This is an optimization exercise on Yosys and OpenROAD, whose aim is small area and a short achievable clock period, not a production implementation.
Where RTL was checked, it was by simulation tests only, not by an equivalence proof against the original.
Only the layout flow was run in run 1; the RTL was not checked for function there.
The flow treats the clock pin as an ideal source, which a real chip does not have.
Power and IR drop assume default switching activity.

[flow/constraint.sdc]
create_clock -name core_clock -period 11.0 [get_ports {clk}]
set_input_delay 2.2000 -clock core_clock [delete_from_list [all_inputs] [get_ports {clk}]]
set_output_delay 2.2000 -clock core_clock [all_outputs]
set_load 0.01 [all_outputs]
[flow/flow/hook.tcl]
# Timing repair as ORFS does it, with a cap on its iterations so that an
# unreachable setup margin does not keep it searching.
proc repair_timing_helper { args } {
  set additional_args {}
  append_env_var additional_args SETUP_SLACK_MARGIN -setup_margin 1
  append_env_var additional_args HOLD_SLACK_MARGIN -hold_margin 1
  append_env_var additional_args SETUP_MOVE_SEQUENCE -sequence 1
  append_env_var additional_args TNS_END_PERCENT -repair_tns 1
  append_env_var additional_args SKIP_PIN_SWAP -skip_pin_swap 0
  append_env_var additional_args SKIP_GATE_CLONING -skip_gate_cloning 0
  append_env_var additional_args SKIP_BUFFER_REMOVAL -skip_buffer_removal 0
  append_env_var additional_args SKIP_LAST_GASP -skip_last_gasp 0
  append_env_var additional_args SKIP_VT_SWAP -skip_vt_swap 0
  append_env_var additional_args SKIP_CRIT_VT_SWAP -skip_crit_vt_swap 0
  append_env_var additional_args MATCH_CELL_FOOTPRINT -match_cell_footprint 0
  lappend additional_args {*}$args -max_iterations 1500 -verbose
  log_cmd repair_timing {*}$additional_args
}
[flow/design.v]
module g_nand2(input a, b, output y);      assign y = ~(a & b);            endmodule
module g_nor2(input a, b, output y);       assign y = ~(a | b);            endmodule
module g_nand2b(input a, bn, output y);    assign y = ~(a & ~bn);          endmodule
module g_nor2b(input a, bn, output y);     assign y = ~(a | ~bn);          endmodule
module g_inv(input a, output y);           assign y = ~a;                  endmodule
module g_xor2(input a, b, output y);       assign y = a ^ b;               endmodule
module g_xnor2(input a, b, output y);      assign y = ~(a ^ b);            endmodule
module g_aoi21(input a1, a2, b1, output y); assign y = ~((a1 & a2) | b1);  endmodule
module g_oai21(input a1, a2, b1, output y); assign y = ~((a1 | a2) & b1);  endmodule
module g_o221ai(input a1, a2, b1, b2, c1, output y);
    assign y = ~((a1 | a2) & (b1 | b2) & c1);
endmodule
module g_aoi22(input a1, a2, b1, b2, output y);
    assign y = ~((a1 & a2) | (b1 & b2));
endmodule
module ks_adder #(parameter L = 4, parameter CIN = 0, parameter INVB = 0, parameter OUTN = 0) (
    input  [(1<<L)-1:0] a,
    input  [(1<<L)-1:0] b,
    output [(1<<L)-1:0] s
    );
    localparam W = 1 << L;
    wire [W-1:0] gq [0:L];
    wire [W-1:0] pq [0:L];
    wire [W-1:0] x;
    genvar i, k;
    generate
        for (i = 0; i < W; i = i + 1) begin : lv0
            if (INVB) begin : nb
                if (i == 0 && CIN) begin : c0
                    g_nor2b ug (.a(a[i]), .bn(b[i]), .y(gq[0][i]));    
                end else begin : g
                    g_nand2b ug (.a(a[i]), .bn(b[i]), .y(gq[0][i]));
                end
                g_nor2b up (.a(a[i]), .bn(b[i]), .y(pq[0][i]));
                g_xnor2 ux (.a(a[i]), .b(b[i]), .y(x[i]));
            end else begin : pb
                if (i == 0 && CIN) begin : c0
                    g_nor2 ug (.a(a[i]), .b(b[i]), .y(gq[0][i]));
                end else begin : g
                    g_nand2 ug (.a(a[i]), .b(b[i]), .y(gq[0][i]));
                end
                g_nor2 up (.a(a[i]), .b(b[i]), .y(pq[0][i]));
                g_xor2 ux (.a(a[i]), .b(b[i]), .y(x[i]));
            end
        end
        for (k = 1; k <= L; k = k + 1) begin : lv
            localparam D = 1 << (k - 1);
            for (i = 0; i < W; i = i + 1) begin : n
                if (i < D) begin : pass
                    g_inv ug (.a(gq[k-1][i]), .y(gq[k][i]));
                    assign pq[k][i] = 1'b0;
                end else if (k % 2 == 1) begin : odd
                    g_oai21 ug (.a1(pq[k-1][i]), .a2(gq[k-1][i-D]), .b1(gq[k-1][i]), .y(gq[k][i]));
                    if (i >= 2 * D) begin : p
                        g_nor2 up (.a(pq[k-1][i]), .b(pq[k-1][i-D]), .y(pq[k][i]));
                    end else begin : np
                        assign pq[k][i] = 1'b0;
                    end
                end else begin : even
                    g_aoi21 ug (.a1(pq[k-1][i]), .a2(gq[k-1][i-D]), .b1(gq[k-1][i]), .y(gq[k][i]));
                    if (i >= 2 * D) begin : p
                        g_nand2 up (.a(pq[k-1][i]), .b(pq[k-1][i-D]), .y(pq[k][i]));
                    end else begin : np
                        assign pq[k][i] = 1'b1;
                    end
                end
            end
        end
        for (i = 0; i < W; i = i + 1) begin : sm
            if (i == 0) begin : b0
                if ((CIN != 0) != (OUTN != 0)) begin : f
                    g_inv ui (.a(x[0]), .y(s[0]));
                end else begin : t
                    assign s[0] = x[0];
                end
            end else if ((L % 2 == 0) != (OUTN != 0)) begin : xn
                g_xnor2 us (.a(x[i]), .b(gq[L][i-1]), .y(s[i]));
            end else begin : xr
                g_xor2 us (.a(x[i]), .b(gq[L][i-1]), .y(s[i]));
            end
        end
    endgenerate
endmodule
module CPU_16_TOP(
    input clk,
    input reset,
    input [15:0] Instruction,
    output [15:0] ALU_out,
    output [15:0] Program_cout, DATA_R1, DATA_R2,
    output [3:0] ALUop, Rd,
    output ALU_z, Read_Memory, B_int
    );
    wire [3:0] op = Instruction[15:12];
    wire [3:0] rd = Instruction[11:8];
    wire [3:0] rs = Instruction[7:4];
    wire [3:0] f  = Instruction[3:0];
    wire [15:0] imm = {{12{f[3]}}, f};
    wire is_r   = (op == 4'd0);
    wire is_lw  = (op == 4'd1);
    wire is_sw  = (op == 4'd2);
    wire is_adi = (op == 4'd3);
    wire is_beq = (op == 4'd4);
    wire is_bne = (op == 4'd5);
    wire is_j   = (op == 4'd6);
    wire use_imm = is_lw | is_sw | is_adi;
    wire [3:0] aluop = is_r ? ((f[3:2] == 2'b00) ? f : 4'd0)
                     : ((is_beq | is_bne) ? 4'd1 : 4'd0);
    wire reg_we = is_r | is_lw | is_adi;
    reg [15:0] R [0:15];
    wire [15:0] rs_sel = 16'd1 << rs;
    wire [15:0] rd_sel = 16'd1 << rd;
    wire [15:0] A, B;
    genvar gb, gk;
    generate
        for (gb = 0; gb < 16; gb = gb + 1) begin : rrd
            wire [5:0] na, nb;
            for (gk = 0; gk < 6; gk = gk + 1) begin : t
                if (gk < 5) begin : full
                    aoi222 ua (.a0(R[3*gk][gb]), .s0(rs_sel[3*gk]), .a1(R[3*gk+1][gb]), .s1(rs_sel[3*gk+1]),
                               .a2(R[3*gk+2][gb]), .s2(rs_sel[3*gk+2]), .y(na[gk]));
                    aoi222 ub (.a0(R[3*gk][gb]), .s0(rd_sel[3*gk]), .a1(R[3*gk+1][gb]), .s1(rd_sel[3*gk+1]),
                               .a2(R[3*gk+2][gb]), .s2(rd_sel[3*gk+2]), .y(nb[gk]));
                end else begin : last
                    assign na[gk] = ~(R[15][gb] & rs_sel[15]);
                    assign nb[gk] = ~(R[15][gb] & rd_sel[15]);
                end
            end
            assign A[gb] = ~&na;
            assign B[gb] = ~&nb;
        end
    endgenerate
    wire [15:0] Bsel = use_imm ? imm : B;
    wire [15:0] sum_n, diff_n;
    ks_adder #(.L(4), .CIN(0), .INVB(0), .OUTN(1)) add_u (.a(A), .b(Bsel), .s(sum_n));
    ks_adder #(.L(4), .CIN(1), .INVB(1), .OUTN(1)) sub_u (.a(A), .b(Bsel), .s(diff_n));
    wire [15:0] shl  = (|A[15:4]) ? 16'd0 : (Bsel << A[3:0]);
    wire [15:0] andv = A & Bsel;
    wire sel_add = (aluop[1:0] == 2'd0);
    wire sel_sub = (aluop[1:0] == 2'd1);
    wire sel_shl = (aluop[1:0] == 2'd2);
    wire sel_and = (aluop[1:0] == 2'd3);
    wire [15:0] other_n, res;
    genvar gr;
    generate
        for (gr = 0; gr < 16; gr = gr + 1) begin : rmux
            g_aoi22 uo (.a1(shl[gr]), .a2(sel_shl), .b1(andv[gr]), .b2(sel_and), .y(other_n[gr]));
            g_o221ai ur (.a1(sum_n[gr]), .a2(~sel_add), .b1(diff_n[gr]), .b2(~sel_sub), .c1(other_n[gr]), .y(res[gr]));
        end
    endgenerate
    wire z_add = (((A ^ {A[14:0] | Bsel[14:0], 1'b0}) ^ Bsel) == 16'd0);
    wire eq = (A == B);            
    wire z_sub = eq;               
    wire [15:0] keep = 16'hffff >> A[3:0];       
    wire z_shl = (|A[15:4]) | ((Bsel & keep) == 16'd0);
    wire z_and = (andv == 16'd0);
    reg zero;
    always @(*) begin
        case (aluop[1:0])
            2'd0: zero = z_add;
            2'd1: zero = z_sub;
            2'd2: zero = z_shl;
            default: zero = z_and;
        endcase
    end
    reg [7:0] E [0:127];    
    reg [7:0] O [0:127];    
    wire [7:0] a, a1;                            
    ks_adder #(.L(3), .CIN(0), .INVB(0), .OUTN(0)) adr_u  (.a(A[7:0]), .b(imm[7:0]), .s(a));
    ks_adder #(.L(3), .CIN(1), .INVB(0), .OUTN(0)) adr1_u (.a(A[7:0]), .b(imm[7:0]), .s(a1));
    wire [6:0] orow = a[7:1];                    
    wire [6:0] erow = a1[7:1];                   
    wire [127:0] osel = 128'd1 << orow;
    wire [127:0] esel = 128'd1 << erow;
    wire [7:0] ob, eb;
    generate
        for (gb = 0; gb < 8; gb = gb + 1) begin : mrd
            wire [42:0] no, ne;
            for (gk = 0; gk < 43; gk = gk + 1) begin : t
                if (gk < 42) begin : full
                    aoi222 uo (.a0(O[3*gk][gb]), .s0(osel[3*gk]), .a1(O[3*gk+1][gb]), .s1(osel[3*gk+1]),
                               .a2(O[3*gk+2][gb]), .s2(osel[3*gk+2]), .y(no[gk]));
                    aoi222 ue (.a0(E[3*gk][gb]), .s0(esel[3*gk]), .a1(E[3*gk+1][gb]), .s1(esel[3*gk+1]),
                               .a2(E[3*gk+2][gb]), .s2(esel[3*gk+2]), .y(ne[gk]));
                end else begin : last
                    assign no[gk] = ~((O[126][gb] & osel[126]) | (O[127][gb] & osel[127]));
                    assign ne[gk] = ~((E[126][gb] & esel[126]) | (E[127][gb] & esel[127]));
                end
            end
            assign ob[gb] = ~&no;
            assign eb[gb] = ~&ne;
        end
    endgenerate
    wire [15:0] mword = a[0] ? {ob, eb} : {eb, ob};
    always @(posedge clk) begin
        if (is_sw) begin
            O[orow] <= a[0] ? B[15:8] : B[7:0];
            E[erow] <= a[0] ? B[7:0] : B[15:8];
        end
    end
    wire [15:0] wdata = is_lw ? mword : res;
    always @(posedge clk) begin
        if (reg_we)
            R[rd] <= wdata;
    end
    reg [15:0] pc;
    wire [15:0] pc2 = pc + 16'd2;
    wire [15:0] off = is_j ? {{3{Instruction[11]}}, Instruction[11:0], 1'b0}
                           : {{11{f[3]}}, f, 1'b0};
    wire [15:0] target = pc2 + off;
    wire taken = is_j | (is_beq & eq) | (is_bne & ~eq);
    always @(posedge clk) begin
        if (reset)
            pc <= 16'd0;
        else
            pc <= taken ? target : pc2;
    end
    assign ALU_out = res;
    assign Program_cout = pc;
    assign DATA_R1 = A;
    assign DATA_R2 = B;
    assign ALUop = aluop;
    assign Rd = rd;
    assign ALU_z = zero;
    assign Read_Memory = is_lw;
    assign B_int = is_beq;
endmodule
module aoi222(
    input a0, s0, a1, s1, a2, s2,
    output y
    );
    assign y = ~((a0 & s0) | (a1 & s1) | (a2 & s2));
endmodule
[flow/standard.sh]
#!/bin/bash
# synth_recipe.tcl (not shown) runs the flow's synth.tcl, then flattens the netlist and writes it again
# the make line also repeats each setting of config.mk as NAME=value (left out here)
make -C /OpenROAD-flow-scripts/flow DESIGN_CONFIG=/design/flow/config.mk WORK_HOME=/design/flow/orfs CLKGATE_MAP_FILE= SYNTH_SCRIPT=/design/flow/synth_recipe.tcl "${@:-finish}"
[flow/flow/run.sh]
#!/bin/bash
# Standard synthesis, then the standard ORFS layout with cell resizing not
# limited to same-footprint cells and a capped timing-repair effort.
set -uo pipefail
D=$(pwd)
H=$D/flow/hook.tcl
bash standard.sh synth > $D/synth.log 2>&1 || exit 1
bash standard.sh MATCH_CELL_FOOTPRINT=0 PRE_FLOORPLAN_TCL=$H PRE_CTS_TCL=$H PRE_GLOBAL_ROUTE_TCL=$H finish > $D/layout.log 2>&1
[flow/config.mk]
export PLATFORM = sky130hd
export DESIGN_NAME = CPU_16_TOP
export DESIGN_NICKNAME = CPU_16_TOP
export VERILOG_FILES = /design/flow/design.v
export SDC_FILE = /design/flow/constraint.sdc
export NUM_CORES = 4
export LEC_CHECK = 0
export CAP_MARGIN = 20
export CORE_MARGIN = 2
export CORE_UTILIZATION = 55
export CTS_CLUSTER_DIAMETER = 60
export CTS_CLUSTER_SIZE = 30
export PLACE_DENSITY = 0.65
export SETUP_SLACK_MARGIN = 4
export SLEW_MARGIN = 20
export SYNTH_HIERARCHICAL = 1
export SYNTH_MINIMUM_KEEP_SIZE = 0
export TNS_END_PERCENT = 5
==> impl_metrics.yaml, run 1 <==
status:
  status: "no timing/DRC/antenna violations"
critical_path:
  crit_slowest_cell: "a222oi_1"
  cp-end-kind: "primary output"
  required_ns: 8.80
  critPathKind: "input port to primary output"
  crit_arrival_ns: 6.16
  worstPathMaxFanout: 6
  crit_chain: "buf_12 -> buf_8 -> nand2b_4 -> nor2_4 -> buf_4 -> a222oi_1 -> nand3_2 -> buf_4 -> a211o_4 -> o21ai_0 -> buf_4 -> clkinvlp_4 -> nor4_2 -> o21ai_1 -> or4_4 -> o211ai_1 -> a21boi_4 -> buf_6"
  startpoint_type: "input port"
  cpPeakStageDelay_ns: 0.80
  critPathMostFrequentCell: "buf_4"
clock_tree:
  clkTransAtPathRegs_ns: 0.07
  clock-sinks: 2319
  clk_latency_ns: 0.81
  cts_tree: "yes"
  numCtsBuffers: 137
power_and_ir_drop:
  pwr_density_cell_nw_per_um2: 199
  power_leakage_nw: 33.2
  ir_drop_mv: 0.161
floorplanning:
  core_um2: 163000
  initial_core_util_pct: 55.5
  die_area_um2: 168000
  fp.dieH_um: 410
  fp.dieW_um: 410
  pin_count: 93
  num_rows: 148
global_route:
  grt_pass1_vias: 55300
  antenna_found_initial: 8
  overflow: 0
  grt_first_pass_wirelength_mm: 379
  grt.total_usage_pct: 30.6
  grt_max_degree: 129
sta:
  rsz0062_at_grt: "true"
  setup_viol: 0
  fin_crit_sh_pct: 76.0
  slew_violations: 0
  min_period_ns: 8.36
  max_freq_ghz: 0.120
  skew_ns: 0.0473
  tns_ns: 0
  relSlewSlack_pct: 28.4
  finalHoldViolCount: 0
  worst_slew_pin_slew_ns: 1.07
  hold_ws_ns: 0.655
synth:
  yosys_warnings: 11
  synthesis.area_um2: 90500
  avgSynthCellArea_um2: 16.7
  synth_cells: 5428
detailed_routing:
  wl_per_cell_um: 31.8
  antenna_left: 0
  vias: 58200
  drt_pass1_iterations: 17
  drc_errors: 0
  wl_mm: 263
  drt_iter0_markers: 12200
  routed_via_density: 7.04
placement:
  place_area_um2: 95300
  dpl.hpwl_mm: 164
  gp_congestion: 0.952
  portBuffers: 89
layout:
  fin_area_um2: 106000
  layout.nets: 6010
  diodes: 0
  final_cell_mix: "edfxtp_1 (2304), a222oi_1 (832), nor2_1 (501), buf_4 (378), nor2_2 (201)"
  area_growth_syn_to_layout_pct: 16.6
  final_common_cell: "edfxtp_1"
  layout-drive-gt1-share_pct: 22.6
  fin_util_pct: 64.7
job:
  max_cap_viol_count: 0
worst_hold_path:
  hold_class: "flop to flop"
==> state kept, by name (all words and copies together) (netlist names) <==
register / flops
pc: 15
E: 1024
R: 256
O: 1024
==> final cells by class <==
cell class              count  area (um2)
flip-flops and latches   2319       69500
clock buffers             143        3510
inverters                  95         415
clock inverters           109        1360
fillers                 11200       57600
well taps                2175        2720
multi-input cells        2876       23000
repair buffers            544        5050
==> final timing paths <==
path / slack (ns) / endpoint / depth (start not counted) / from
min: 0.65 / pc[1] / 2 / pc[1]
max reg2reg: 4.05 / R[13][8] / 23 / R[3][1]
min reg2reg: 0.65 / pc[1] / 2 / pc[1]
max: 2.64 / ALU_z / 18 / Instruction[10]
==> routing by layer <==
layer | global-route usage (%) | vias to the layer above | share of wire, %
li1 | - | 24500 | -
met1 | 45.0 | 29400 | 39
met2 | 46.7 | 3873 | 46
met3 | 5.62 | 451 | 12
met4 | 9.67 | 2 | 3.3
met5 | 0 | - | 0.0042
==> power breakdown <==
group          switching, mW  internal (mW)  leakage [nW]
Sequential            0.0155           10.4          20.9
Clock                   3.10           2.74          2.36
Combinational           3.31           1.44          10.0
==> what timing repair did <==
item | 4_1_cts | 5_1_grt
gates cloned | 6 | 1
setup buffers | 214 | 95
setup endpoints to repair | 3387 | 669
pin swaps | 136 | 111
resized for setup | 525 | 214
hold buffers | 0 | 0
==> per-stage QoR <==
step | power [mW] | instances | worst slack, ns
5_1_grt | 21.5 | 8261 | 2.64
2_1_floorplan | 12.5 | 5430 | 3.67
6_report | 21.0 | 8261 | 2.64
4_1_cts | 20.6 | 8164 | 2.79
3_5_place_dp | 14.4 | 7692 | 0.140
3_3_place_gp | 14.3 | 7692 | 0.102
==> worst max-delay path: cells and delay by family <==
family / cells / cell delay (ns)
AND/OR/NAND/NOR: 5 / 1.07
buffers and inverters: 7 / 0.96
AO/OA/AOI/OAI: 6 / 1.90
==> run 2: changes to the inputs <==
--- a/flow/design.v
+++ b/flow/design.v
@@ -10,13 +10,24 @@
 module g_o221ai(input a1, a2, b1, b2, c1, output y);
     assign y = ~((a1 | a2) & (b1 | b2) & c1);
 endmodule
+module g_nand3(input a, b, c, output y);  assign y = ~(a & b & c);        endmodule
+module g_nor3(input a, b, c, output y);   assign y = ~(a | b | c);        endmodule
+module g_or2(input a, b, output y);        assign y = a | b;               endmodule
+module g_a221oi(input a1, a2, b1, b2, c1, output y);
+    assign y = ~((a1 & a2) | (b1 & b2) | c1);
+endmodule
+module g_mux4(input a0, a1, a2, a3, s0, s1, output y);
+    assign y = s1 ? (s0 ? a3 : a2) : (s0 ? a1 : a0);
+endmodule
 module g_aoi22(input a1, a2, b1, b2, output y);
     assign y = ~((a1 & a2) | (b1 & b2));
 endmodule
 module ks_adder #(parameter L = 4, parameter CIN = 0, parameter INVB = 0, parameter OUTN = 0) (
     input  [(1<<L)-1:0] a,
     input  [(1<<L)-1:0] b,
-    output [(1<<L)-1:0] s
+    output [(1<<L)-1:0] s,
+    output [(1<<L)-1:0] xo,      
+    output [(1<<L)-1:0] pno      
     );
     localparam W = 1 << L;
     wire [W-1:0] gq [0:L];
@@ -66,6 +77,8 @@
                 end
             end
         end
+        assign xo = x;
+        assign pno = pq[0];
         for (i = 0; i < W; i = i + 1) begin : sm
             if (i == 0) begin : b0
                 if ((CIN != 0) != (OUTN != 0)) begin : f
@@ -109,49 +122,87 @@
     reg [15:0] R [0:15];
     wire [15:0] rs_sel = 16'd1 << rs;
     wire [15:0] rd_sel = 16'd1 << rd;
-    wire [15:0] A, B;
+    wire [16:0] rcol [0:15];
     genvar gb, gk;
     generate
-        for (gb = 0; gb < 16; gb = gb + 1) begin : rrd
+        for (gk = 0; gk < 16; gk = gk + 1) begin : rc
+            assign rcol[gk] = {|R[gk][15:4], R[gk]};
+        end
+    endgenerate
+    wire nu = ~use_imm;
+    wire [15:0] A, B, Bseln;
+    wire bigA;
+    generate
+        for (gb = 0; gb < 17; gb = gb + 1) begin : rrd
             wire [5:0] na, nb;
+            wire ha1, ha2, hb1, hb2;
             for (gk = 0; gk < 6; gk = gk + 1) begin : t
                 if (gk < 5) begin : full
-                    aoi222 ua (.a0(R[3*gk][gb]), .s0(rs_sel[3*gk]), .a1(R[3*gk+1][gb]), .s1(rs_sel[3*gk+1]),
-                               .a2(R[3*gk+2][gb]), .s2(rs_sel[3*gk+2]), .y(na[gk]));
-                    aoi222 ub (.a0(R[3*gk][gb]), .s0(rd_sel[3*gk]), .a1(R[3*gk+1][gb]), .s1(rd_sel[3*gk+1]),
-                               .a2(R[3*gk+2][gb]), .s2(rd_sel[3*gk+2]), .y(nb[gk]));
+                    aoi222 ua (.a0(rcol[3*gk][gb]), .s0(rs_sel[3*gk]), .a1(rcol[3*gk+1][gb]), .s1(rs_sel[3*gk+1]),
+                               .a2(rcol[3*gk+2][gb]), .s2(rs_sel[3*gk+2]), .y(na[gk]));
+                    if (gb < 16) begin : bp
+                        aoi222 ub (.a0(rcol[3*gk][gb]), .s0(rd_sel[3*gk]), .a1(rcol[3*gk+1][gb]), .s1(rd_sel[3*gk+1]),
+                                   .a2(rcol[3*gk+2][gb]), .s2(rd_sel[3*gk+2]), .y(nb[gk]));
+                    end
                 end else begin : last
-                    assign na[gk] = ~(R[15][gb] & rs_sel[15]);
-                    assign nb[gk] = ~(R[15][gb] & rd_sel[15]);
-                end
-            end
-            assign A[gb] = ~&na;
-            assign B[gb] = ~&nb;
-        end
-    endgenerate
-    wire [15:0] Bsel = use_imm ? imm : B;
-    wire [15:0] sum_n, diff_n;
-    ks_adder #(.L(4), .CIN(0), .INVB(0), .OUTN(1)) add_u (.a(A), .b(Bsel), .s(sum_n));
-    ks_adder #(.L(4), .CIN(1), .INVB(1), .OUTN(1)) sub_u (.a(A), .b(Bsel), .s(diff_n));
-    wire [15:0] shl  = (|A[15:4]) ? 16'd0 : (Bsel << A[3:0]);
-    wire [15:0] andv = A & Bsel;
+                    g_nand2 ua (.a(rcol[15][gb]), .b(rs_sel[15]), .y(na[gk]));
+                    if (gb < 16) begin : bp
+                        g_nand2 ub (.a(rcol[15][gb]), .b(rd_sel[15]), .y(nb[gk]));
+                    end
+                end
+            end
+            g_nand3 ua1 (.a(na[0]), .b(na[1]), .c(na[2]), .y(ha1));
+            g_nand3 ua2 (.a(na[3]), .b(na[4]), .c(na[5]), .y(ha2));
+            if (gb < 16) begin : ab
+                g_or2 uao (.a(ha1), .b(ha2), .y(A[gb]));
+                g_nand3 ub1 (.a(nb[0]), .b(nb[1]), .c(nb[2]), .y(hb1));
+                g_nand3 ub2 (.a(nb[3]), .b(nb[4]), .c(nb[5]), .y(hb2));
+                g_or2 ubo (.a(hb1), .b(hb2), .y(B[gb]));
+                g_a221oi ubs (.a1(hb1), .a2(nu), .b1(hb2), .b2(nu), .c1(imm[gb] & use_imm), .y(Bseln[gb]));
+            end else begin : big
+                g_or2 uao (.a(ha1), .b(ha2), .y(bigA));
+            end
+        end
+    endgenerate
+    wire [15:0] sum_n, diff_n, x_add, pn_add, x_sub, pn_sub;
+    ks_adder #(.L(4), .CIN(0), .INVB(1), .OUTN(1)) add_u (.a(A), .b(Bseln), .s(sum_n), .xo(x_add), .pno(pn_add));
+    ks_adder #(.L(4), .CIN(1), .INVB(1), .OUTN(1)) sub_u (.a(A), .b(B), .s(diff_n), .xo(x_sub), .pno(pn_sub));
+    wire [15:0] sh1, shl;
+    generate
+        for (gb = 0; gb < 16; gb = gb + 1) begin : shf
+            g_mux4 u1 (.a0(B[gb]), .a1(gb >= 1 ? B[(gb+15)%16] : 1'b0),
+                       .a2(gb >= 2 ? B[(gb+14)%16] : 1'b0), .a3(gb >= 3 ? B[(gb+13)%16] : 1'b0),
+                       .s0(A[0]), .s1(A[1]), .y(sh1[gb]));
+            g_mux4 u2 (.a0(sh1[gb]), .a1(gb >= 4 ? sh1[(gb+12)%16] : 1'b0),
+                       .a2(gb >= 8 ? sh1[(gb+8)%16] : 1'b0), .a3(gb >= 12 ? sh1[(gb+4)%16] : 1'b0),
+                       .s0(A[2]), .s1(A[3]), .y(shl[gb]));
+        end
+    endgenerate
+    wire [15:0] andv = A & B;
     wire sel_add = (aluop[1:0] == 2'd0);
     wire sel_sub = (aluop[1:0] == 2'd1);
     wire sel_shl = (aluop[1:0] == 2'd2);
     wire sel_and = (aluop[1:0] == 2'd3);
+    wire shl_on = sel_shl & ~bigA;
     wire [15:0] other_n, res;
-    genvar gr;
-    generate
-        for (gr = 0; gr < 16; gr = gr + 1) begin : rmux
-            g_aoi22 uo (.a1(shl[gr]), .a2(sel_shl), .b1(andv[gr]), .b2(sel_and), .y(other_n[gr]));
-            g_o221ai ur (.a1(sum_n[gr]), .a2(~sel_add), .b1(diff_n[gr]), .b2(~sel_sub), .c1(other_n[gr]), .y(res[gr]));
-        end
-    endgenerate
-    wire z_add = (((A ^ {A[14:0] | Bsel[14:0], 1'b0}) ^ Bsel) == 16'd0);
-    wire eq = (A == B);            
-    wire z_sub = eq;               
+    generate
+        for (gb = 0; gb < 16; gb = gb + 1) begin : rmux
+            g_aoi22 uo (.a1(shl[gb]), .a2(shl_on), .b1(andv[gb]), .b2(sel_and), .y(other_n[gb]));
+            g_o221ai ur (.a1(sum_n[gb]), .a2(~sel_add), .b1(diff_n[gb]), .b2(~sel_sub), .c1(other_n[gb]), .y(res[gb]));
+        end
+    endgenerate
+    wire [15:0] t_add;
+    assign t_add[0] = x_add[0];
+    generate
+        for (gb = 1; gb < 16; gb = gb + 1) begin : za
+            g_xnor2 ut (.a(x_add[gb]), .b(pn_add[gb-1]), .y(t_add[gb]));
+        end
+    endgenerate
+    wire z_add = ~|t_add;
+    wire eq = &x_sub;
+    wire z_sub = eq;
     wire [15:0] keep = 16'hffff >> A[3:0];       
-    wire z_shl = (|A[15:4]) | ((Bsel & keep) == 16'd0);
+    wire z_shl = bigA | ((B & keep) == 16'd0);
     wire z_and = (andv == 16'd0);
     reg zero;
     always @(*) begin
@@ -186,8 +237,8 @@
                     assign ne[gk] = ~((E[126][gb] & esel[126]) | (E[127][gb] & esel[127]));
                 end
             end
-            assign ob[gb] = ~&no;
-            assign eb[gb] = ~&ne;
+            mor43 co (.n(no), .y(ob[gb]));
+            mor43 ce (.n(ne), .y(eb[gb]));
         end
     endgenerate
     wire [15:0] mword = a[0] ? {ob, eb} : {eb, ob};
@@ -230,3 +281,24 @@
     );
     assign y = ~((a0 & s0) | (a1 & s1) | (a2 & s2));
 endmodule
+module mor43(
+    input [42:0] n,
+    output y
+    );
+    wire [14:0] h;
+    wire [4:0] m;
+    wire [1:0] q;
+    genvar i;
+    generate
+        for (i = 0; i < 14; i = i + 1) begin : l1
+            g_nand3 u (.a(n[3*i]), .b(n[3*i+1]), .c(n[3*i+2]), .y(h[i]));
+        end
+        g_inv u14 (.a(n[42]), .y(h[14]));
+        for (i = 0; i < 5; i = i + 1) begin : l2
+            g_nor3 u (.a(h[3*i]), .b(h[3*i+1]), .c(h[3*i+2]), .y(m[i]));
+        end
+    endgenerate
+    g_nand3 u30 (.a(m[0]), .b(m[1]), .c(m[2]), .y(q[0]));
+    g_nand2 u31 (.a(m[3]), .b(m[4]), .y(q[1]));
+    g_or2 u4 (.a(q[0]), .b(q[1]), .y(y));
+endmodule
==> impl_metrics.yaml, run 2 <==
status:
  status: "no timing/DRC/antenna violations"
detailed_routing:
  drc_errors: 0
  wl_mm: 260
  drt_iter0_markers: 11300
  drt_pass1_iterations: 20
  vias: 57500
  routed_via_density: 7.06
  wl_per_cell_um: 31.9
  antenna_left: 0
floorplanning:
  die_area_um2: 168000
  fp.dieH_um: 410
  core_um2: 164000
  num_rows: 149
  pin_count: 93
  initial_core_util_pct: 55.2
  fp.dieW_um: 410
sta:
  tns_ns: 0
  worst_slew_pin_slew_ns: 1.21
  fin_crit_sh_pct: 72.2
  skew_ns: 0.0549
  finalHoldViolCount: 0
  relSlewSlack_pct: 19.5
  setup_viol: 0
  max_freq_ghz: 0.126
  min_period_ns: 7.94
  slew_violations: 0
  rsz0062_at_grt: "true"
layout:
  final_common_cell: "edfxtp_1"
  filler_cell_count: 11800
  layout-drive-gt1-share_pct: 17.6
  layout.nets: 5869
  largest_registers: "E x1024, O x1024, R x256"
  finish.cell_count_without_fillers: 8142
  final_cell_mix: "edfxtp_1 (2304), a222oi_1 (837), nor2_1 (631), nand3_1 (329), buf_4 (272)"
  area_growth_syn_to_layout_pct: 13.8
clock_tree:
  clock-sinks: 2319
  clkTransAtPathRegs_ns: 0.08
  clk_latency_ns: 0.83
  cts_tree: "yes"
  numCtsBuffers: 139
synth:
  synthesis.area_um2: 90800
  synth_cells: 5365
  yosys_warnings: 11
  avgSynthCellArea_um2: 16.9
global_route:
  grt_first_pass_wirelength_mm: 375
  grt_max_degree: 129
  overflow: 0
  grt_pass1_vias: 54600
  grt.total_usage_pct: 30.4
  antenna_found_initial: 1
critical_path:
  required_ns: 8.80
  ff2ff_setup_slack_ns: 4.87
  cp-end-kind: "primary output"
  startpoint: "Instruction[11]"
  critPathKind: "input port to primary output"
  crit_arrival_ns: 5.74
  r2r_cells: 19
  crit_slowest_cell: "a222oi_1"
  critPathMostFrequentCell: "buf_6"
  startpoint_type: "input port"
  r2r-start: "R[9][6]"
  crit_chain: "buf_12 -> or2_4 -> buf_6 -> nor2_4 -> buf_6 -> a222oi_1 -> nand3_2 -> a221oi_4 -> buf_4 -> nor2b_4 -> xnor2_2 -> nor4_2 -> nand4_1 -> nor2_1 -> a211oi_1 -> a21oi_2 -> buf_2"
  worstPathMaxFanout: 7
  path_buf_inv: 5
  rr_endpoint: "R[0][1]"
  cpPeakStageDelay_ns: 0.52
  cp_top_family: "simple AND/OR/NAND/NOR gates"
power_and_ir_drop:
  power_leakage_nw: 33.0
  p_total_mw: 20.2
  pwr_density_cell_nw_per_um2: 195
  ir_drop_mv: 0.175
worst_hold_path:
  hold_end: "pc[14]"
  holdPathStages: 3
  hold_class: "flop to flop"
  hold_start: "pc[14]"
placement:
  portBuffers: 89
  dpl.hpwl_mm: 165
  gp_congestion: 1.00
  dp_cells: 7755
job:
  max_cap_viol_count: 0
run 2: cell count changes in the layout (fill, tap and decap cells not counted), sizes merged, moves of 41 or more:
cell and change:
nor3 +79, or2 +48, o21ai -41, buf -138, nor2 -70, nand2 -87, nand3 +290, nand4 -164
run 2: how the worst max path moves through the flow:
stage	to	depth (start not counted)
3_5_place_dp	R[14][15]	21
4_1_cts	ALU_z	15
2_1_floorplan	ALU_out[15]	8
5_1_grt	ALU_z	17
3_3_place_gp	R[11][10]	20
6_report	ALU_z	17
run 2: through the flow:
stage | utilization, % | setup WS (ns) | instance area [um2] | hold WS, ns
4_1_cts | 62.7 | 3.23 | 103000 | 0.652
3_3_place_gp | 58.4 | 1.12 | 96000 | 0.642
6_report | 62.9 | 3.06 | 103000 | 0.666
3_5_place_dp | 58.4 | 0.970 | 96000 | 0.638
5_1_grt | 62.9 | 3.08 | 103000 | 0.667
2_1_floorplan | - | 3.95 | 91200 | 0.613
run 2: final cells by class:
cell class                 count  area [um2]  area share [%]
clock inverter               106        1320            1.28
clock buffer                 151        3630            3.51
antenna                        1        2.50         0.00242
multi-input combinational   2884       22200            21.5
inverter                      85         319           0.309
tap                         2189        2740            2.65
sequential                  2319       69500            67.2
timing repair buffer         407        3670            3.55
run 2: power by group:
group	leakage [nW]	internal (mW)	switching, mW
Sequential	20.9	10.3	0.0198
Clock	2.38	2.76	3.12
Combinational	9.65	1.11	2.84
Total	33.0	14.2	5.99
run 2: worst reg2reg max path, delay by kind of cell, from the launching register on:
kind / cells / cell delay [ns]
AO/OA/AOI/OAI: 5 / 1.98
XOR/XNOR: 1 / 0.21
multiplexers: 1 / 0.12
buffers and inverters: 1 / 0.14
flip-flops: 1 / 0.46
AND/OR/NAND/NOR: 11 / 2.87
run 2: per-layer routing:
| layer | share of wire (%) | track usage (%) | routed length [um] | vias to the layer above |
|---|---|---|---|---|
| li1 | - | - | - | 24000 |
| met1 | 38 | 43.6 | 99800 | 28900 |
| met2 | 46 | 46.1 | 119000 | 3916 |
| met3 | 12 | 6.31 | 29900 | 642 |
| met4 | 4.3 | 11.8 | 11200 | 0 |
| met5 | 0 | 0 | 0 | - |
run 2: what timing repair did:
| action | in CTS | in global routing |
|---|---|---|
| endpoints found under the setup margin | 1604 | 274 |
| setup buffers | 121 | 5 |
| hold endpoints to repair | 0 | 0 |
| resized for setup | 327 | 27 |
| pin swaps | 114 | 29 |
| gates cloned | 2 | 0 |
| hold buffers | 0 | 0 |
==> run 3: changes to the inputs <==
--- a/flow/design.v
+++ b/flow/design.v
@@ -19,32 +19,47 @@
 module g_mux4(input a0, a1, a2, a3, s0, s1, output y);
     assign y = s1 ? (s0 ? a3 : a2) : (s0 ? a1 : a0);
 endmodule
+module g_a2bb2oi(input a1n, a2n, b1, b2, output y);
+    assign y = ~((~a1n & ~a2n) | (b1 & b2));
+endmodule
 module g_aoi22(input a1, a2, b1, b2, output y);
     assign y = ~((a1 & a2) | (b1 & b2));
 endmodule
-module ks_adder #(parameter L = 4, parameter CIN = 0, parameter INVB = 0, parameter OUTN = 0) (
+module ks_adder #(parameter L = 4, parameter CIN = 0, parameter INVA = 0, parameter INVB = 0,
+                  parameter OUTN = 0) (
     input  [(1<<L)-1:0] a,
     input  [(1<<L)-1:0] b,
     output [(1<<L)-1:0] s,
-    output [(1<<L)-1:0] xo,      
-    output [(1<<L)-1:0] pno      
+    output [(1<<L)-1:0] xo,
+    output [(1<<L)-1:0] pq0o
     );
     localparam W = 1 << L;
+    localparam POL0 = (INVA != 0 && INVB != 0) ? 0 : 1;
     wire [W-1:0] gq [0:L];
     wire [W-1:0] pq [0:L];
     wire [W-1:0] x;
     genvar i, k;
     generate
         for (i = 0; i < W; i = i + 1) begin : lv0
-            if (INVB) begin : nb
+            if (INVA != 0 && INVB != 0) begin : nn
                 if (i == 0 && CIN) begin : c0
-                    g_nor2b ug (.a(a[i]), .bn(b[i]), .y(gq[0][i]));    
+                    g_nand2 ug (.a(a[i]), .b(b[i]), .y(gq[0][i]));
                 end else begin : g
-                    g_nand2b ug (.a(a[i]), .bn(b[i]), .y(gq[0][i]));
+                    g_nor2 ug (.a(a[i]), .b(b[i]), .y(gq[0][i]));
                 end
-                g_nor2b up (.a(a[i]), .bn(b[i]), .y(pq[0][i]));
-                g_xnor2 ux (.a(a[i]), .b(b[i]), .y(x[i]));
-            end else begin : pb
+                g_nand2 up (.a(a[i]), .b(b[i]), .y(pq[0][i]));
+                g_xor2 ux (.a(a[i]), .b(b[i]), .y(x[i]));
+            end else if (INVA != 0 || INVB != 0) begin : np
+                wire u = INVA ? b[i] : a[i];
+                wire v = INVA ? a[i] : b[i];
+                if (i == 0 && CIN) begin : c0
+                    g_nor2b ug (.a(u), .bn(v), .y(gq[0][i]));
+                end else begin : g
+                    g_nand2b ug (.a(u), .bn(v), .y(gq[0][i]));
+                end
+                g_nor2b up (.a(u), .bn(v), .y(pq[0][i]));
+                g_xnor2 ux (.a(u), .b(v), .y(x[i]));
+            end else begin : pp
                 if (i == 0 && CIN) begin : c0
                     g_nor2 ug (.a(a[i]), .b(b[i]), .y(gq[0][i]));
                 end else begin : g
@@ -56,11 +71,12 @@
         end
         for (k = 1; k <= L; k = k + 1) begin : lv
             localparam D = 1 << (k - 1);
+            localparam INV_IN = POL0 ^ ((k - 1) % 2);
             for (i = 0; i < W; i = i + 1) begin : n
                 if (i < D) begin : pass
                     g_inv ug (.a(gq[k-1][i]), .y(gq[k][i]));
                     assign pq[k][i] = 1'b0;
-                end else if (k % 2 == 1) begin : odd
+                end else if (INV_IN) begin : odd
                     g_oai21 ug (.a1(pq[k-1][i]), .a2(gq[k-1][i-D]), .b1(gq[k-1][i]), .y(gq[k][i]));
                     if (i >= 2 * D) begin : p
                         g_nor2 up (.a(pq[k-1][i]), .b(pq[k-1][i-D]), .y(pq[k][i]));
@@ -78,7 +94,8 @@
             end
         end
         assign xo = x;
-        assign pno = pq[0];
+        assign pq0o = pq[0];
+        localparam CINV = POL0 ^ (L % 2);    
         for (i = 0; i < W; i = i + 1) begin : sm
             if (i == 0) begin : b0
                 if ((CIN != 0) != (OUTN != 0)) begin : f
@@ -86,7 +103,7 @@
                 end else begin : t
                     assign s[0] = x[0];
                 end
-            end else if ((L % 2 == 0) != (OUTN != 0)) begin : xn
+            end else if ((CINV != 0) != (OUTN != 0)) begin : xn
                 g_xnor2 us (.a(x[i]), .b(gq[L][i-1]), .y(s[i]));
             end else begin : xr
                 g_xor2 us (.a(x[i]), .b(gq[L][i-1]), .y(s[i]));
@@ -94,6 +111,27 @@
         end
     endgenerate
 endmodule
+module g_and16(
+    input [15:0] a,
+    output y
+    );
+    wire [7:0] l1;
+    wire [3:0] l2;
+    wire [1:0] l3;
+    genvar i;
+    generate
+        for (i = 0; i < 8; i = i + 1) begin : a1
+            g_nand2 u (.a(a[2*i]), .b(a[2*i+1]), .y(l1[i]));
+        end
+        for (i = 0; i < 4; i = i + 1) begin : a2
+            g_nor2 u (.a(l1[2*i]), .b(l1[2*i+1]), .y(l2[i]));
+        end
+        for (i = 0; i < 2; i = i + 1) begin : a3
+            g_nand2 u (.a(l2[2*i]), .b(l2[2*i+1]), .y(l3[i]));
+        end
+    endgenerate
+    g_nor2 u4 (.a(l3[0]), .b(l3[1]), .y(y));
+endmodule
 module CPU_16_TOP(
     input clk,
     input reset,
@@ -130,7 +168,7 @@
         end
     endgenerate
     wire nu = ~use_imm;
-    wire [15:0] A, B, Bseln;
+    wire [15:0] A, B, An, Bn, Bseln;
     wire bigA;
     generate
         for (gb = 0; gb < 17; gb = gb + 1) begin : rrd
@@ -154,70 +192,78 @@
             g_nand3 ua1 (.a(na[0]), .b(na[1]), .c(na[2]), .y(ha1));
             g_nand3 ua2 (.a(na[3]), .b(na[4]), .c(na[5]), .y(ha2));
             if (gb < 16) begin : ab
-                g_or2 uao (.a(ha1), .b(ha2), .y(A[gb]));
+                g_nor2 uao (.a(ha1), .b(ha2), .y(An[gb]));
+                g_inv uai (.a(An[gb]), .y(A[gb]));
                 g_nand3 ub1 (.a(nb[0]), .b(nb[1]), .c(nb[2]), .y(hb1));
                 g_nand3 ub2 (.a(nb[3]), .b(nb[4]), .c(nb[5]), .y(hb2));
-                g_or2 ubo (.a(hb1), .b(hb2), .y(B[gb]));
+                g_nor2 ubo (.a(hb1), .b(hb2), .y(Bn[gb]));
+                g_inv ubi (.a(Bn[gb]), .y(B[gb]));
                 g_a221oi ubs (.a1(hb1), .a2(nu), .b1(hb2), .b2(nu), .c1(imm[gb] & use_imm), .y(Bseln[gb]));
             end else begin : big
                 g_or2 uao (.a(ha1), .b(ha2), .y(bigA));
             end
         end
     endgenerate
-    wire [15:0] sum_n, diff_n, x_add, pn_add, x_sub, pn_sub;
-    ks_adder #(.L(4), .CIN(0), .INVB(1), .OUTN(1)) add_u (.a(A), .b(Bseln), .s(sum_n), .xo(x_add), .pno(pn_add));
-    ks_adder #(.L(4), .CIN(1), .INVB(1), .OUTN(1)) sub_u (.a(A), .b(B), .s(diff_n), .xo(x_sub), .pno(pn_sub));
-    wire [15:0] sh1, shl;
+    wire [15:0] sum_n, diff_n, x_add, p_add, x_sub, pn_sub;
+    ks_adder #(.L(4), .CIN(0), .INVA(1), .INVB(1), .OUTN(1)) add_u (.a(An), .b(Bseln), .s(sum_n), .xo(x_add), .pq0o(p_add));
+    ks_adder #(.L(4), .CIN(1), .INVA(1), .INVB(0), .OUTN(1)) sub_u (.a(An), .b(Bn), .s(diff_n), .xo(x_sub), .pq0o(pn_sub));
+    wire [15:0] sh1n, shln;
     generate
         for (gb = 0; gb < 16; gb = gb + 1) begin : shf
-            g_mux4 u1 (.a0(B[gb]), .a1(gb >= 1 ? B[(gb+15)%16] : 1'b0),
-                       .a2(gb >= 2 ? B[(gb+14)%16] : 1'b0), .a3(gb >= 3 ? B[(gb+13)%16] : 1'b0),
-                       .s0(A[0]), .s1(A[1]), .y(sh1[gb]));
-            g_mux4 u2 (.a0(sh1[gb]), .a1(gb >= 4 ? sh1[(gb+12)%16] : 1'b0),
-                       .a2(gb >= 8 ? sh1[(gb+8)%16] : 1'b0), .a3(gb >= 12 ? sh1[(gb+4)%16] : 1'b0),
-                       .s0(A[2]), .s1(A[3]), .y(shl[gb]));
+            g_mux4 u1 (.a3(Bn[gb]), .a2(gb >= 1 ? Bn[(gb+15)%16] : 1'b1),
+                       .a1(gb >= 2 ? Bn[(gb+14)%16] : 1'b1), .a0(gb >= 3 ? Bn[(gb+13)%16] : 1'b1),
+                       .s0(An[0]), .s1(An[1]), .y(sh1n[gb]));
+            g_mux4 u2 (.a3(sh1n[gb]), .a2(gb >= 4 ? sh1n[(gb+12)%16] : 1'b1),
+                       .a1(gb >= 8 ? sh1n[(gb+8)%16] : 1'b1), .a0(gb >= 12 ? sh1n[(gb+4)%16] : 1'b1),
+                       .s0(An[2]), .s1(An[3]), .y(shln[gb]));
         end
     endgenerate
-    wire [15:0] andv = A & B;
+    wire [15:0] andv;
     wire sel_add = (aluop[1:0] == 2'd0);
     wire sel_sub = (aluop[1:0] == 2'd1);
     wire sel_shl = (aluop[1:0] == 2'd2);
     wire sel_and = (aluop[1:0] == 2'd3);
-    wire shl_on = sel_shl & ~bigA;
+    wire shl_off = ~sel_shl | bigA;
     wire [15:0] other_n, res;
     generate
         for (gb = 0; gb < 16; gb = gb + 1) begin : rmux
-            g_aoi22 uo (.a1(shl[gb]), .a2(shl_on), .b1(andv[gb]), .b2(sel_and), .y(other_n[gb]));
+            g_nor2 ua (.a(An[gb]), .b(Bn[gb]), .y(andv[gb]));
+            g_a2bb2oi uo (.a1n(shln[gb]), .a2n(shl_off), .b1(andv[gb]), .b2(sel_and), .y(other_n[gb]));
             g_o221ai ur (.a1(sum_n[gb]), .a2(~sel_add), .b1(diff_n[gb]), .b2(~sel_sub), .c1(other_n[gb]), .y(res[gb]));
         end
     endgenerate
-    wire [15:0] t_add;
-    assign t_add[0] = x_add[0];
+    wire [15:0] t_add_n, w_shl, w_and;
+    g_inv ut0 (.a(x_add[0]), .y(t_add_n[0]));
     generate
         for (gb = 1; gb < 16; gb = gb + 1) begin : za
-            g_xnor2 ut (.a(x_add[gb]), .b(pn_add[gb-1]), .y(t_add[gb]));
+            g_xnor2 ut (.a(x_add[gb]), .b(p_add[gb-1]), .y(t_add_n[gb]));
         end
     endgenerate
-    wire z_add = ~|t_add;
-    wire eq = &x_sub;
+    wire z_add;
+    g_and16 uza (.a(t_add_n), .y(z_add));
+    wire eq;
+    g_and16 uzs (.a(x_sub), .y(eq));
     wire z_sub = eq;
-    wire [15:0] keep = 16'hffff >> A[3:0];       
-    wire z_shl = bigA | ((B & keep) == 16'd0);
-    wire z_and = (andv == 16'd0);
-    reg zero;
-    always @(*) begin
-        case (aluop[1:0])
-            2'd0: zero = z_add;
-            2'd1: zero = z_sub;
-            2'd2: zero = z_shl;
-            default: zero = z_and;
-        endcase
-    end
+    wire [15:0] keep = 16'hffff >> ~An[3:0];
+    wire z_shl_lo, z_and;
+    generate
+        for (gb = 0; gb < 16; gb = gb + 1) begin : zs
+            g_nand2b uk (.a(keep[gb]), .bn(Bn[gb]), .y(w_shl[gb]));
+            g_or2 un (.a(An[gb]), .b(Bn[gb]), .y(w_and[gb]));
+        end
+    endgenerate
+    g_and16 uzh (.a(w_shl), .y(z_shl_lo));
+    g_and16 uzn (.a(w_and), .y(z_and));
+    wire z_shl = bigA | z_shl_lo;
+    wire zn1, zn2, zero;
+    g_aoi22 uz1 (.a1(z_add), .a2(sel_add), .b1(z_sub), .b2(sel_sub), .y(zn1));
+    assign zn2 = ~((z_shl & sel_shl) | (z_and & sel_and));
+    g_nand2 uz (.a(zn1), .b(zn2), .y(zero));
     reg [7:0] E [0:127];    
     reg [7:0] O [0:127];    
     wire [7:0] a, a1;                            
-    ks_adder #(.L(3), .CIN(0), .INVB(0), .OUTN(0)) adr_u  (.a(A[7:0]), .b(imm[7:0]), .s(a));
-    ks_adder #(.L(3), .CIN(1), .INVB(0), .OUTN(0)) adr1_u (.a(A[7:0]), .b(imm[7:0]), .s(a1));
+    ks_adder #(.L(3), .CIN(0), .INVA(1), .OUTN(0)) adr_u  (.a(An[7:0]), .b(imm[7:0]), .s(a), .xo(), .pq0o());
+    ks_adder #(.L(3), .CIN(1), .INVA(1), .OUTN(0)) adr1_u (.a(An[7:0]), .b(imm[7:0]), .s(a1), .xo(), .pq0o());
     wire [6:0] orow = a[7:1];                    
     wire [6:0] erow = a1[7:1];                   
     wire [127:0] osel = 128'd1 << orow;
--- a/flow/config.mk
+++ b/flow/config.mk
@@ -7,10 +7,10 @@
 export LEC_CHECK = 0
 export CAP_MARGIN = 20
 export CORE_MARGIN = 2
-export CORE_UTILIZATION = 55
+export CORE_UTILIZATION = 65
 export CTS_CLUSTER_DIAMETER = 60
 export CTS_CLUSTER_SIZE = 30
-export PLACE_DENSITY = 0.65
+export PLACE_DENSITY = 0.75
 export SETUP_SLACK_MARGIN = 4
 export SLEW_MARGIN = 20
 export SYNTH_HIERARCHICAL = 1
==> impl_metrics.yaml, run 3 <==
worst_hold_path:
  holdPathStages: 3
  hold_start: "pc[15]"
  hold_end: "pc[15]"
  hold_class: "flop to flop"
critical_path:
  critPathKind: "input port to primary output"
  startpoint_type: "input port"
  ff2ff_setup_slack_ns: 4.86
  crit_slowest_cell: "mux4_2"
  r2r-start: "R[0][0]"
  cp_top_family: "multiplexers"
  r2r_cells: 21
  crit_chain: "buf_8 -> nand2b_4 -> nor3_4 -> a222oi_1 -> nand3_2 -> nor2_4 -> buf_12 -> buf_4 -> mux4_2 -> mux4_2 -> a2bb2oi_2 -> o221ai_2 -> buf_6 -> buf_6"
  rr_endpoint: "R[9][12]"
  worst-path-stages: 14
  worstPathMaxFanout: 8
  path_buf_inv: 5
  cpPeakStageDelay_ns: 0.54
  crit_arrival_ns: 5.46
  required_ns: 8.80
  cp-end-kind: "primary output"
detailed_routing:
  routed_via_density: 7.44
  drt_pass1_iterations: 22
  wl_mm: 257
  antenna_left: 0
  vias: 59200
  drt_iter0_markers: 12900
  drc_errors: 0
  wl_per_cell_um: 32.3
sta:
  skew_ns: 0.0539
  fin_crit_sh_pct: 69.6
  relSlewSlack_pct: 23.9
  slew_violations: 0
  max_freq_ghz: 0.131
  min_period_ns: 7.66
  setup_slack_ns: 3.34
  tns_ns: 0
  setup_viol: 0
  rsz0062_at_grt: "true"
  worst_slew_pin_slew_ns: 1.14
  finalHoldViolCount: 0
global_route:
  grt_pass1_vias: 56000
  grt.total_usage_pct: 35.1
  antenna_found_initial: 3
  overflow: 0
  grt_max_degree: 96
  grt_first_pass_wirelength_mm: 369
clock_tree:
  clkTransAtPathRegs_ns: 0.08
  numCtsBuffers: 131
  clk_latency_ns: 0.82
  clock-sinks: 2319
  cts_tree: "yes"
power_and_ir_drop:
  p_total_mw: 20.4
  pwr_density_cell_nw_per_um2: 195
  power_leakage_nw: 33.6
  ir_drop_mv: 0.165
layout:
  layout.nets: 5996
  filler_cell_count: 8179
  area_growth_syn_to_layout_pct: 14.1
  largest_registers: "E x1024, O x1024, R x256"
  final_common_cell: "edfxtp_1"
  final_cell_mix: "edfxtp_1 (2304), a222oi_1 (837), nor2_1 (517), nand3_1 (306), buf_4 (254)"
  fin_area_um2: 104000
  layout-drive-gt1-share_pct: 20.5
floorplanning:
  fp.dieW_um: 379
  num_rows: 137
  die_area_um2: 143000
  pin_count: 93
  initial_core_util_pct: 65.4
  fp.dieH_um: 379
  core_um2: 140000
job:
  max_cap_viol_count: 0
synth:
  avgSynthCellArea_um2: 16.7
  synth_cells: 5483
  synthesis.area_um2: 91300
  yosys_warnings: 11
status:
  status: "no timing/DRC/antenna violations"
placement:
  place_area_um2: 95600
  gp_congestion: 0.977
  dpl.hpwl_mm: 159
  dp_slack_ns: 1.21
  portBuffers: 89
## run 3: layout make-up
cell class | count | area (um2) | area share, %
clock inverter | 96 | 1110 | 1.07
multi-input combinational | 2970 | 23300 | 22.3
tap | 1876 | 2350 | 2.25
antenna | 3 | 7.51 | 0.00720
inverter | 117 | 439 | 0.421
sequential | 2319 | 69500 | 66.7
clock buffer | 143 | 3430 | 3.29
timing repair buffer | 424 | 4100 | 3.93
## run 3: per-layer routing
layer / vias to the layer above / GRT usage [%] / wire length, um
met1: 29200 / 50.5 / 90600
li1: 24300 / - / -
met2: 4990 / 52.3 / 115000
met5: - / 0 / 137
met4: 4 / 13.9 / 11600
met3: 718 / 8.77 / 38900
## run 3: repair_timing
item,in CTS,in global routing
hold buffers,0,0
cloned,9,3
hold endpoints to repair,0,0
setup buffers,132,53
endpoints found under the setup margin,1961,274
pin swaps,114,59
gates resized for setup,531,105
## run 3: worst register-to-register path, cell delays in order (launching register included)
cell and delay (ns):
edfxtp_1 0.42, a222oi_1 0.43, nand3_2 0.26, nor2_4 0.29
buf_4 0.16, buf_4 0.10, nand2b_1 0.13, inv_1 0.09
a21oi_2 0.15, inv_1 0.12, xor2_4 0.35, nor2_1 0.15
nand2_4 0.25, buf_6 0.24, nor2_1 0.20, a222oi_1 0.56
nand3_1 0.30, nor3_2 0.43, nand3_1 0.19, or2_1 0.37
mux2i_1 0.42, a21oi_4 0.21
## run 3: how the worst max path moves through the flow
stage,start,to
detailed placement,Instruction[4],R[6][13]
global route,Instruction[11],ALU_out[14]
global placement,Instruction[4],R[8][13]
CTS,Instruction[4],ALU_out[13]
finish,Instruction[6],ALU_out[10]
floorplan,Instruction[7],ALU_out[1]
## run 3: report_power, final
group          switching, mW  leakage [nW]  internal [mW]  total, mW
clock                   3.02          2.19           2.55       5.57
combinational           3.11          10.5           1.33       4.44
sequential            0.0197          20.9           10.3       10.3
total                   6.15          33.6           14.2       20.4
## run 3: through the flow
stage	utilization (%)	instances	hold WS, ns
2_1_floorplan	-	5515	0.615
4_1_cts	74.0	7888	0.657
6_report	74.7	7948	0.648
3_3_place_gp	68.5	7507	0.605
5_1_grt	74.7	7945	0.702
3_5_place_dp	68.5	7508	0.630
==> run 4: changes to the inputs <==
--- a/flow/design.v
+++ b/flow/design.v
@@ -207,15 +207,18 @@
     wire [15:0] sum_n, diff_n, x_add, p_add, x_sub, pn_sub;
     ks_adder #(.L(4), .CIN(0), .INVA(1), .INVB(1), .OUTN(1)) add_u (.a(An), .b(Bseln), .s(sum_n), .xo(x_add), .pq0o(p_add));
     ks_adder #(.L(4), .CIN(1), .INVA(1), .INVB(0), .OUTN(1)) sub_u (.a(An), .b(Bn), .s(diff_n), .xo(x_sub), .pq0o(pn_sub));
-    wire [15:0] sh1n, shln;
+    wire [3:0] d1 = 4'd1 << ~An[1:0];
+    wire [3:0] d2 = (4'd1 << ~An[3:2]) & {4{~bigA}};
+    wire [15:0] sh1, shl, bz = B;
     generate
         for (gb = 0; gb < 16; gb = gb + 1) begin : shf
-            g_mux4 u1 (.a3(Bn[gb]), .a2(gb >= 1 ? Bn[(gb+15)%16] : 1'b1),
-                       .a1(gb >= 2 ? Bn[(gb+14)%16] : 1'b1), .a0(gb >= 3 ? Bn[(gb+13)%16] : 1'b1),
-                       .s0(An[0]), .s1(An[1]), .y(sh1n[gb]));
-            g_mux4 u2 (.a3(sh1n[gb]), .a2(gb >= 4 ? sh1n[(gb+12)%16] : 1'b1),
-                       .a1(gb >= 8 ? sh1n[(gb+8)%16] : 1'b1), .a0(gb >= 12 ? sh1n[(gb+4)%16] : 1'b1),
-                       .s0(An[2]), .s1(An[3]), .y(shln[gb]));
+            wire p0, p1, q0, q1;
+            g_aoi22 u1a (.a1(bz[gb]), .a2(d1[0]), .b1(gb >= 1 ? bz[(gb+15)%16] : 1'b0), .b2(d1[1]), .y(p0));
+            g_aoi22 u1b (.a1(gb >= 2 ? bz[(gb+14)%16] : 1'b0), .a2(d1[2]), .b1(gb >= 3 ? bz[(gb+13)%16] : 1'b0), .b2(d1[3]), .y(p1));
+            g_nand2 u1 (.a(p0), .b(p1), .y(sh1[gb]));
+            g_aoi22 u2a (.a1(sh1[gb]), .a2(d2[0]), .b1(gb >= 4 ? sh1[(gb+12)%16] : 1'b0), .b2(d2[1]), .y(q0));
+            g_aoi22 u2b (.a1(gb >= 8 ? sh1[(gb+8)%16] : 1'b0), .a2(d2[2]), .b1(gb >= 12 ? sh1[(gb+4)%16] : 1'b0), .b2(d2[3]), .y(q1));
+            g_nand2 u2 (.a(q0), .b(q1), .y(shl[gb]));
         end
     endgenerate
     wire [15:0] andv;
@@ -223,12 +226,11 @@
     wire sel_sub = (aluop[1:0] == 2'd1);
     wire sel_shl = (aluop[1:0] == 2'd2);
     wire sel_and = (aluop[1:0] == 2'd3);
-    wire shl_off = ~sel_shl | bigA;
     wire [15:0] other_n, res;
     generate
         for (gb = 0; gb < 16; gb = gb + 1) begin : rmux
             g_nor2 ua (.a(An[gb]), .b(Bn[gb]), .y(andv[gb]));
-            g_a2bb2oi uo (.a1n(shln[gb]), .a2n(shl_off), .b1(andv[gb]), .b2(sel_and), .y(other_n[gb]));
+            g_aoi22 uo (.a1(shl[gb]), .a2(sel_shl), .b1(andv[gb]), .b2(sel_and), .y(other_n[gb]));
             g_o221ai ur (.a1(sum_n[gb]), .a2(~sel_add), .b1(diff_n[gb]), .b2(~sel_sub), .c1(other_n[gb]), .y(res[gb]));
         end
     endgenerate
==> impl_metrics.yaml, run 4 <==
sta:
  finalHoldViolCount: 0
  relSlewSlack_pct: 22.3
  slew_violations: 0
  fin_crit_sh_pct: 69.2
  worst_slew_pin_slew_ns: 1.15
  skew_ns: 0.0604
  tns_ns: 0
  max_freq_ghz: 0.131
  setup_slack_ns: 3.39
  rsz0062_at_grt: "true"
  setup_viol: 0
  min_period_ns: 7.61
clock_tree:
  clk_latency_ns: 0.83
  clkTransAtPathRegs_ns: 0.07
  numCtsBuffers: 130
  clock-sinks: 2319
  ctsHoldBuffers: 0
  cts_tree: "yes"
detailed_routing:
  antenna_left: 0
  wl_mm: 255
  vias: 59300
  drt_iter0_markers: 13500
  routed_via_density: 7.35
  wl_per_cell_um: 31.6
  drt_pass1_iterations: 12
  drc_errors: 0
power_and_ir_drop:
  ir_drop_mv: 0.163
  pwr_density_cell_nw_per_um2: 191
  p_total_mw: 20.0
  power_leakage_nw: 33.9
critical_path:
  worstPathMaxFanout: 16
  crit_chain: "buf_12 -> nand2b_4 -> nor2_1 -> buf_6 -> a222oi_1 -> nand3_1 -> buf_4 -> a221oi_4 -> buf_4 -> xor2_2 -> xnor2_2 -> nand2_1 -> nor2_2 -> nand2_1 -> nor2_2 -> a22oi_2 -> nand2_2 -> buf_6"
  r2r_cells: 22
  r2r-start: "R[6][1]"
  ff2ff_setup_slack_ns: 4.97
  startpoint_type: "input port"
  rr_endpoint: "R[10][9]"
  cp-end-kind: "primary output"
  critPathKind: "input port to primary output"
  crit_arrival_ns: 5.41
  required_ns: 8.80
  crit_slowest_cell: "a222oi_1"
  cpPeakStageDelay_ns: 0.49
layout:
  final_cell_mix: "edfxtp_1 (2304), a222oi_1 (837), nor2_1 (584), buf_4 (330), nand3_1 (308)"
  largest_registers: "E x1024, O x1024, R x256"
  filler_cell_count: 8138
  layout-drive-gt1-share_pct: 20.8
  area_growth_syn_to_layout_pct: 14.3
  layout.nets: 6116
  finish.cell_count_without_fillers: 8066
  final_common_cell: "edfxtp_1"
placement:
  portBuffers: 89
  dp_cells: 7588
  gp_congestion: 0.980
  dp_slack_ns: 1.18
  dpl.hpwl_mm: 159
status:
  status: "no timing/DRC/antenna violations"
synth:
  synth_cells: 5546
  synthesis.area_um2: 91500
  avgSynthCellArea_um2: 16.5
  yosys_warnings: 11
worst_hold_path:
  holdPathStages: 1
  hold_end: "pc[1]"
  hold_start: "pc[1]"
  hold_class: "flop to flop"
floorplanning:
  fp.dieH_um: 379
  die_area_um2: 144000
  num_rows: 137
  core_um2: 140000
  initial_core_util_pct: 65.5
  fp.dieW_um: 379
  pin_count: 93
global_route:
  grt_max_degree: 99
  grt_first_pass_wirelength_mm: 367
  antenna_found_initial: 3
  overflow: 0
  grt.total_usage_pct: 35.0
  grt_pass1_vias: 55600
job:
  max_cap_viol_count: 0
==> run 4: layer usage <==
layer  global-route usage [%]  share of wire, %
met1                     51.1                36
met2                     53.2                46
met3                     7.67                14
met4                     11.5               3.9
met5                        0             0.028
==> run 4: how the worst max path moves through the flow <==
stage | to | startpoint | cells after the start
after floorplan | ALU_out[3] | Instruction[4] | 13
after global placement | R[3][3] | Instruction[4] | 20
after detailed placement | R[5][3] | Instruction[4] | 22
after CTS | R[2][0] | Instruction[4] | 25
after global routing | ALU_z | Instruction[4] | 20
final | ALU_z | Instruction[10] | 18
==> run 4: critical path: cells and delay by family <==
kind / cells / cell delay, ns
and+or+nand+nor: 8 / 1.14
AOI/OAI and AO/OA: 3 / 0.89
buffers and inverters: 5 / 0.80
xor gates and xnor gates: 2 / 0.37
==> run 4: repair_timing <==
action,4_1_cts,5_1_grt
gates cloned,5,0
resized for setup,430,121
setup buffers,206,28
pin swaps,180,84
setup endpoints to repair,1849,275
==> run 4: report_power, final <==
group	internal (mW)	switching, mW
sequential	10.3	0.0189
combinational	1.18	2.92
clock	2.52	3.05
==> run 4: cell type report <==
| cell class | instances | area (um2) | area share [%] |
|---|---|---|---|
| antenna | 1 | 2.50 | 0.00239 |
| timing repair buffer | 489 | 4430 | 4.24 |
| clock buffer | 139 | 3390 | 3.25 |
| inverter | 114 | 458 | 0.438 |
| sequential | 2319 | 69500 | 66.5 |
| clock inverter | 99 | 1180 | 1.13 |
| multi-input combinational | 3029 | 23300 | 22.2 |
| tap | 1876 | 2350 | 2.24 |
==> run 4: through the flow <==
stage / area [um2] / utilization (%) / hold WS, ns
after floorplan: 91900 / - / 0.608
after global placement: 96000 / 68.7 / 0.596
after detailed placement: 96000 / 68.7 / 0.599
after CTS: 104000 / 74.3 / 0.613
after global routing: 105000 / 74.8 / 0.659
final: 105000 / 74.8 / 0.611
==> run 5: changes to the inputs <==
--- a/flow/flow/hook.tcl
+++ b/flow/flow/hook.tcl
@@ -13,6 +13,6 @@
   append_env_var additional_args SKIP_VT_SWAP -skip_vt_swap 0
   append_env_var additional_args SKIP_CRIT_VT_SWAP -skip_crit_vt_swap 0
   append_env_var additional_args MATCH_CELL_FOOTPRINT -match_cell_footprint 0
-  lappend additional_args {*}$args -max_iterations 1500 -verbose
+  lappend additional_args {*}$args -max_iterations 3000 -verbose
   log_cmd repair_timing {*}$additional_args
 }
==> impl_metrics.yaml, run 5 <==
global_route:
  grt_first_pass_wirelength_mm: 369
  grt_max_degree: 99
  grt_pass1_vias: 55800
  antenna_found_initial: 8
  grt.total_usage_pct: 35.2
  overflow: 0
synth:
  synth_cells: 5546
  synthesis.area_um2: 91500
  avgSynthCellArea_um2: 16.5
  yosys_warnings: 11
sta:
  min_period_ns: 7.55
  setup_slack_ns: 3.45
  skew_ns: 0.0606
  rsz0062_at_grt: "true"
  hold_ws_ns: 0.613
  worst_slew_pin_slew_ns: 1.06
  fin_crit_sh_pct: 68.6
  tns_ns: 0
  relSlewSlack_pct: 28.5
  slew_violations: 0
  setup_viol: 0
  max_freq_ghz: 0.132
  finalHoldViolCount: 0
critical_path:
  cpPeakStageDelay_ns: 0.41
  required_ns: 8.80
  crit_chain: "buf_8 -> nand2b_4 -> buf_12 -> nor2_4 -> buf_4 -> a222oi_1 -> nand3_1 -> nor2_4 -> xor2_1 -> xnor2_1 -> nand2_1 -> nor2_1 -> nand2_1 -> nor2_2 -> a22oi_2 -> nand2_2 -> buf_6"
  cp-end-kind: "primary output"
  crit_arrival_ns: 5.35
  worstPathMaxFanout: 12
  startpoint_type: "input port"
  crit_slowest_cell: "nor2_4"
  critPathKind: "input port to primary output"
floorplanning:
  initial_core_util_pct: 65.5
  fp.dieW_um: 379
  fp.dieH_um: 379
  die_area_um2: 144000
  core_um2: 140000
  num_rows: 137
  pin_count: 93
layout:
  layout.nets: 6132
  layout-drive-gt1-share_pct: 21.1
  largest_registers: "E x1024, O x1024, R x256"
  finish.cell_count_without_fillers: 8084
  final_common_cell: "edfxtp_1"
  filler_cell_count: 8093
  multiInputGateArea_um2: 23300
  final_cell_mix: "edfxtp_1 (2304), a222oi_1 (837), nor2_1 (594), buf_4 (339), nand3_1 (307)"
  area_growth_syn_to_layout_pct: 14.4
  seq_area_um2: 69500
  fin_area_um2: 105000
detailed_routing:
  drt_iter0_markers: 13300
  wl_per_cell_um: 31.7
  vias: 59500
  drt_pass1_iterations: 23
  routed_via_density: 7.36
  wl_mm: 257
  antenna_left: 0
  drc_errors: 0
power_and_ir_drop:
  combPwrFrac_pct: 20.9
  power_leakage_nw: 34.0
  internal-power_mw: 14.1
  p_seq_share_pct: 51.4
  power_switching_mw: 6.05
  switching_share_pct: 30.1
  ir_drop_mv: 0.162
  p_clk_share_pct: 27.7
  pwr_density_cell_nw_per_um2: 192
placement:
  place_area_um2: 96000
  gp_congestion: 0.980
  dp_slack_ns: 1.18
  dpl.hpwl_mm: 159
  portBuffers: 89
  dp_cells: 7588
status:
  status: "no timing/DRC/antenna violations"
worst_hold_path:
  hold_class: "flop to flop"
clock_tree:
  numCtsBuffers: 130
  cts_tree: "yes"
  ctsHoldBuffers: 0
  clkTransAtPathRegs_ns: 0.07
  clock-sinks: 2319
  clk_latency_ns: 0.83
job:
  max_cap_viol_count: 0
run 5: critical path: cells and delay by family:
| family | cells | cell delay (ns) |
|---|---|---|
| AND/OR/NAND/NOR | 9 | 1.67 |
| buffers and inverters | 4 | 0.55 |
| XOR/XNOR | 2 | 0.52 |
| AO/OA/AOI/OAI | 2 | 0.38 |
run 5: final cells by class:
cell class | instances | area share [%]
clock inverters | 99 | 1.13
well taps | 1876 | 2.24
diodes | 3 | 0.00717
multi-input cells | 3030 | 22.2
repair buffers | 504 | 4.36
clock buffers | 139 | 3.24
inverters | 114 | 0.437
flip-flops and latches | 2319 | 66.4
run 5: metrics by stage:
step | util (%) | total power [mW]
after global routing | 74.9 | 20.6
after CTS | 74.6 | 19.8
after floorplan | - | 12.4
final | 75.0 | 20.1
after detailed placement | 68.7 | 14.0
after global placement | 68.7 | 14.0
run 5: worst paths after layout:
kind | from | end | slack, ns | cells past startpoint
max reg2reg | R[0][1] | R[5][3] | 5.02 | 20
max | Instruction[4] | ALU_z | 3.45 | 17
min reg2reg | pc[1] | pc[1] | 0.61 | 1
min | pc[1] | pc[1] | 0.61 | 1
run 5: per-layer routing:
layer | wire, um | vias to the layer above | track usage [%]
met5 | 34 | - | 0
li1 | - | 24600 | -
met3 | 37200 | 632 | 8.14
met4 | 10400 | 8 | 11.9
met1 | 92600 | 29300 | 51.2
met2 | 116000 | 4867 | 53.2
run 5: what timing repair did:
action | in CTS | in global routing
pin swaps | 197 | 66
resized for setup | 486 | 72
cloned | 7 | 3
hold endpoints to repair | 0 | 0
endpoints found under the setup margin | 1849 | 275
setup buffers | 219 | 26
run 5: power groups by stage:
stage / logic, mW / clock network (mW) / registers [mW]
finish: 4.21 / 5.57 / 10.3
global route: 4.35 / 5.87 / 10.3
CTS: 3.93 / 5.58 / 10.3
detailed placement: 3.48 / 0 / 10.5
global placement: 3.41 / 0 / 10.5
floorplan: 1.85 / 0 / 10.6

re-timing with driven ports:
The results above use ideal ports. As a check the final layouts listed here were re-extracted and re-timed, cells and wires unchanged.
Step 1 assumes that a clkbuf_16 drives the clock port and a buf_2 every other input.
Step 2, shift: input delay + t, output delay - t, t = (earliest + latest rising clock arrival at the registers) / 2. This alone moves slack from input paths to output paths.
Slacks: ideal ports / drivers / drivers and shift; pairs: ideal ports / drivers.
run	t (ns)	setup slack, ns
run 1	0.865	2.641 / 2.576 / 1.789
run 2	0.881	3.059 / 2.973 / 2.576
run 3	0.867	3.344 / 3.266 / 2.561
run 4	0.891	3.386 / 3.241 / 2.682
run 5	0.887	3.450 / 3.258 / 2.750
After both steps setup and hold are still met in every run listed.
